This is an optimization exercise on Yosys and OpenROAD, whose aim is small area, a short achievable clock period and few clock cycles, not a production implementation.
The RTL was checked by simulation tests, not by an equivalence proof against the original design.
Power figures rest on the tool's default switching activity, not on a simulated workload.

==> flow/design.v <==
module MonMult #(parameter W = 4) (
    input  [65:0]  s_in,
    input  [65:0]  c_in,
    input  [W-1:0] a,
    input          q0,               
    input  [64:0]  B,
    input  [63:0]  M,
    output [65:0]  s_out,
    output [65:0]  c_out
);
reg [66:0] s, c, ab, ts, tc, qm, us, uc;
reg q, qp;
integer j;
always @* begin
    s  = {1'b0, s_in};
    c  = {1'b0, c_in};
    qp = 1'b0;
    for (j = 0; j < W; j = j + 1) begin
        if (j == 0)
            q = q0;
        else
            q = ts[1] ^ tc[1] ^ (a[j] & B[0]) ^ (qp & ~M[1]);
        ab = a[j] ? {2'b0, B} : 67'd0;
        ts = s ^ c ^ ab;
        tc = {((s[65:0] & c[65:0]) | (s[65:0] & ab[65:0]) | (c[65:0] & ab[65:0])), 1'b0};
        qm = q ? {3'b0, M} : 67'd0;
        us = ts ^ tc ^ qm;
        uc = {((ts[65:0] & tc[65:0]) | (ts[65:0] & qm[65:0]) | (tc[65:0] & qm[65:0])), 1'b0};
        s  = {1'b0, us[66:1]};
        c  = {1'b0, uc[66:1]};
        qp = q;
    end
end
assign s_out = s[65:0];
assign c_out = c[65:0];
endmodule
module rsa #(parameter W = 4) (
    input             clk,
    input             nreset,
    input             wr_bs,
    input             wr_msg,
    input             wr_mod,
    input             wr_exp,
    input             wr_res,
    input             wr_ctl,
    input      [31:0] wdata,
    input      [7:0]  raddr,
    output     [31:0] rdata,
    output            fabint
);
localparam NC = (66 + W - 1) / W;    
localparam K  = NC * W;              
localparam ST_IDLE = 7'b0000001;
localparam ST_LOAD = 7'b0000010;    
localparam ST_DBL  = 7'b0000100;    
localparam ST_MM   = 7'b0001000;    
localparam ST_FIN  = 7'b0010000;    
localparam ST_RED  = 7'b0100000;    
localparam ST_DONE = 7'b1000000;
localparam K_SQ  = 2'd0;
localparam K_MUL = 2'd1;
localparam K_OUT = 2'd2;
reg        bs;
reg        flag;
reg        done;
reg [6:0]  st;
reg [1:0]  kind;
reg [6:0]  cnt;
reg [5:0]  idx;
reg        found;
reg [64:0] acc;
reg [63:0] xb;
reg [65:0] ss, sc;
reg [W-1:0] a_sl;
wire [63:0] msg, M, E;
rsa_ram ram_0(
    .clk(clk), .bs(bs),
    .wr_msg(wr_msg), .wr_mod(wr_mod), .wr_exp(wr_exp),
    .wdata(wdata),
    .msg(msg), .mod(M), .ex(E));
wire [65:0] s_nx, c_nx;
reg q0;
MonMult #(.W(W)) mm_0(
    .s_in(ss), .c_in(sc), .a(a_sl), .q0(q0), .B(acc), .M(M),
    .s_out(s_nx), .c_out(c_nx));
wire        dbl  = st[2];
wire        rst_ = st[5];
wire        sub  = dbl | rst_;
wire [64:0] X    = dbl ? {acc[63:0], 1'b0} : acc;
wire [65:0] P    = {1'b0, ss[64:0] | (X & {65{sub}})};
wire [65:0] Q    = sub ? {2'b11, ~M} : {1'b0, sc[64:0]};
wire [65:0] R    = P + Q + {65'd0, sub};
wire [64:0] sum  = R[64:0];
wire [63:0] red  = R[65] ? X[63:0] : R[63:0];
wire ebit    = E[idx];
wire found_n = found | ebit;
wire dbl_end = st[2] && (cnt == K - 1);
wire mm_end  = st[3] && (cnt == NC - 1);
wire       last = (idx == 6'd0);
wire [1:0] kind_n = (st[4] && kind == K_SQ && ebit) ? K_MUL :
                    last ? K_OUT : K_SQ;
wire [K+W-1:0] a_acc = acc;
wire [K+W-1:0] a_xb  = xb;
wire [4:0]     a_ix  = cnt[4:0] + 5'd1;
wire [W-1:0]   a_one = 1;
reg [W-1:0] a_sl_n;
always @* begin
    if (st[3])
        a_sl_n = (kind == K_SQ)  ? a_acc[a_ix*W +: W] :
                 (kind == K_MUL) ? a_xb[a_ix*W +: W]  : {W{1'b0}};
    else if (st[4])
        a_sl_n = (kind_n == K_SQ)  ? sum[W-1:0] :
                 (kind_n == K_MUL) ? xb[W-1:0]  : a_one;
    else
        a_sl_n = (kind_n == K_SQ)  ? red[W-1:0] : a_one;
end
wire b0_n = st[3] ? acc[0] : st[4] ? sum[0] : red[0];
always @(posedge clk) begin
    a_sl <= a_sl_n;
    q0   <= (st[3] ? (s_nx[0] ^ c_nx[0]) : 1'b0) ^ (a_sl_n[0] & b0_n);
end
always @(posedge clk) begin
    if (st[3]) begin
        ss <= s_nx;
        sc <= c_nx;
    end else begin
        ss <= 66'd0;
        sc <= 66'd0;
    end
end
always @(posedge clk) begin
    case (1'b1)
    st[1]: begin
        acc   <= {1'b0, msg};
        cnt   <= 7'd0;
        idx   <= 6'd63;
        found <= 1'b0;
    end
    st[2]: begin
        acc <= {1'b0, red};
        xb  <= red;
        cnt <= cnt + 7'd1;
        if (!found) begin
            if (ebit)
                found <= 1'b1;
            else if (!last)
                idx <= idx - 6'd1;
        end
        if (dbl_end) begin
            cnt  <= 7'd0;
            kind <= kind_n;
            if (!found_n)
                acc <= 65'd1;            
            else if (kind_n == K_SQ)
                idx <= idx - 6'd1;
        end
    end
    st[3]: begin
        cnt <= cnt + 7'd1;
    end
    st[4]: begin
        acc  <= sum;
        cnt  <= 7'd0;
        kind <= kind_n;
        if (kind_n == K_SQ)
            idx <= idx - 6'd1;
    end
    st[5]: begin
        acc <= {1'b0, red};
    end
    default: ;
    endcase
end
wire op_wr = wr_msg | wr_mod | wr_exp | wr_res;
wire start = wr_ctl &  wdata[0];
wire stop  = wr_ctl & ~wdata[0];
always @(posedge clk) begin
    if (!nreset) begin
        bs   <= 1'b0;
        flag <= 1'b0;
        done <= 1'b0;
        st   <= ST_IDLE;
    end else begin
        if (wr_bs)
            bs <= wdata[0];
        if (op_wr | stop) begin
            flag <= 1'b0;
            done <= 1'b0;
            st   <= ST_IDLE;
        end else if (start) begin
            flag <= 1'b1;
            done <= 1'b0;
            st   <= ST_LOAD;
        end else begin
            case (1'b1)
            st[1]:   st <= ST_DBL;
            st[2]:   if (dbl_end) begin
                         if (!found_n) begin
                             done <= 1'b1;
                             st   <= ST_DONE;
                         end else
                             st <= ST_MM;
                     end
            st[3]:   if (mm_end) st <= ST_FIN;
            st[4]:   st <= (kind == K_OUT) ? ST_RED : ST_MM;
            st[5]:   begin
                         done <= 1'b1;
                         st   <= ST_DONE;
                     end
            default: ;
            endcase
        end
    end
end
assign fabint = done;
assign rdata = ~raddr[5] ? {31'd0, flag} :
                raddr[2] ? {31'd0, done} :
                (bs ? acc[63:32] : acc[31:0]);
endmodule
module rsa_ram(
    input             clk,
    input             bs,
    input             wr_msg,
    input             wr_mod,
    input             wr_exp,
    input      [31:0] wdata,
    output reg [63:0] msg,
    output reg [63:0] mod,
    output reg [63:0] ex
);
always @(posedge clk) begin
    if (wr_msg & ~bs) msg[31:0]  <= wdata;
    if (wr_msg &  bs) msg[63:32] <= wdata;
    if (wr_mod & ~bs) mod[31:0]  <= wdata;
    if (wr_mod &  bs) mod[63:32] <= wdata;
    if (wr_exp & ~bs) ex[31:0]   <= wdata;
    if (wr_exp &  bs) ex[63:32]  <= wdata;
end
endmodule
module locknet_rsa(
    input         PCLK,
    input         PRESETN,
    input         PSEL,
    input         PENABLE,
    input         PWRITE,
    input  [7:0]  PADDR,
    input  [31:0] PWDATA,
    output [31:0] PRDATA,
    output        PREADY,
    output        PSLVERR,
    output        FABINT
);
assign PREADY  = 1'b1;
assign PSLVERR = 1'b0;
wire wr   = PSEL & PENABLE & PWRITE;
wire wsel = wr & (PADDR[7:5] == 3'b000) & (PADDR[1:0] == 2'b00);
rsa rsa_0(
    .clk(PCLK),
    .nreset(PRESETN),
    .wr_bs (wsel & (PADDR[4:2] == 3'b010)),    
    .wr_msg(wsel & (PADDR[4:2] == 3'b011)),    
    .wr_mod(wsel & (PADDR[4:2] == 3'b100)),    
    .wr_exp(wsel & (PADDR[4:2] == 3'b101)),    
    .wr_res(wsel & (PADDR[4:2] == 3'b110)),    
    .wr_ctl(wsel & (PADDR[4:2] == 3'b111)),    
    .wdata(PWDATA),
    .raddr(PADDR),
    .rdata(PRDATA),
    .fabint(FABINT)
);
endmodule
clock: 10.0 ns
lec_check: 0
abc_clock_period_in_ps: 4000
cap_margin: 20
core_margin: 2
core_utilization: 65
cts_buf_list: sky130_fd_sc_hd__clkbuf_8
cts_cluster_size: 30
place_density: 0.75
setup_slack_margin: 4.8
slew_margin: 20
run.sh (not shown) runs the stock make flow with config.mk's settings and CLKGATE_MAP_FILE= SYNTH_SCRIPT=/design/flow/synth_recipe.tcl, a recipe that flattens the netlist after the stock synthesis.
The starting point finished with timing, DRC and antenna clean.
Testbench counts at the start, summed over its fixed seeds: cycles 28,016.
==> next run, changes <==
CORE_UTILIZATION = 50   (was 65)
CTS_BUF_LIST = default   (was sky130_fd_sc_hd__clkbuf_8)
CTS_CLUSTER_SIZE = default   (was 30)
PLACE_DENSITY = 0.65   (was 0.75)
SETUP_SLACK_MARGIN = 5   (was 4.8)
After rerunning: Routed wire length grows by 7.2%; global-route usage went down by 7.8 points; synthesized area does not change; final cell count grows by 7.1%; die area rose by 29%; combinational power came out higher by 15%; flip-flop and latch count stays the same; register-to-register slack is worse by 70 ps; design area is higher by 7.4%.

-- port drivers added, routing unchanged --
No port has a modelled driver above. Below, the same layouts with a new extraction and two added sets of constraints.
Step 1, drivers: a clkbuf_16 drives PCLK and a buf_2 each remaining input, both assumed.
Step 2 also shifts input and output timing later by t, the mid clock arrival at the registers, as if the neighbouring blocks saw the same clock.
a / b / c = ideal / step 1 / step 2; a / b = the first two.
run | t, ns | setup WS [ns] | hold WS [ns] | worst setup path after step 2 | worst data-port slew with drivers (ns)
the first run | 0.772 | 4.683 / 4.683 / 4.683 | 0.513 / 0.513 / 0.513 | register to register | 0.04
the second run | 0.704 | 4.609 / 4.609 / 4.609 | 0.510 / 0.510 / 0.510 | register to register | 0.04
After both steps setup and hold are still met in every run listed.
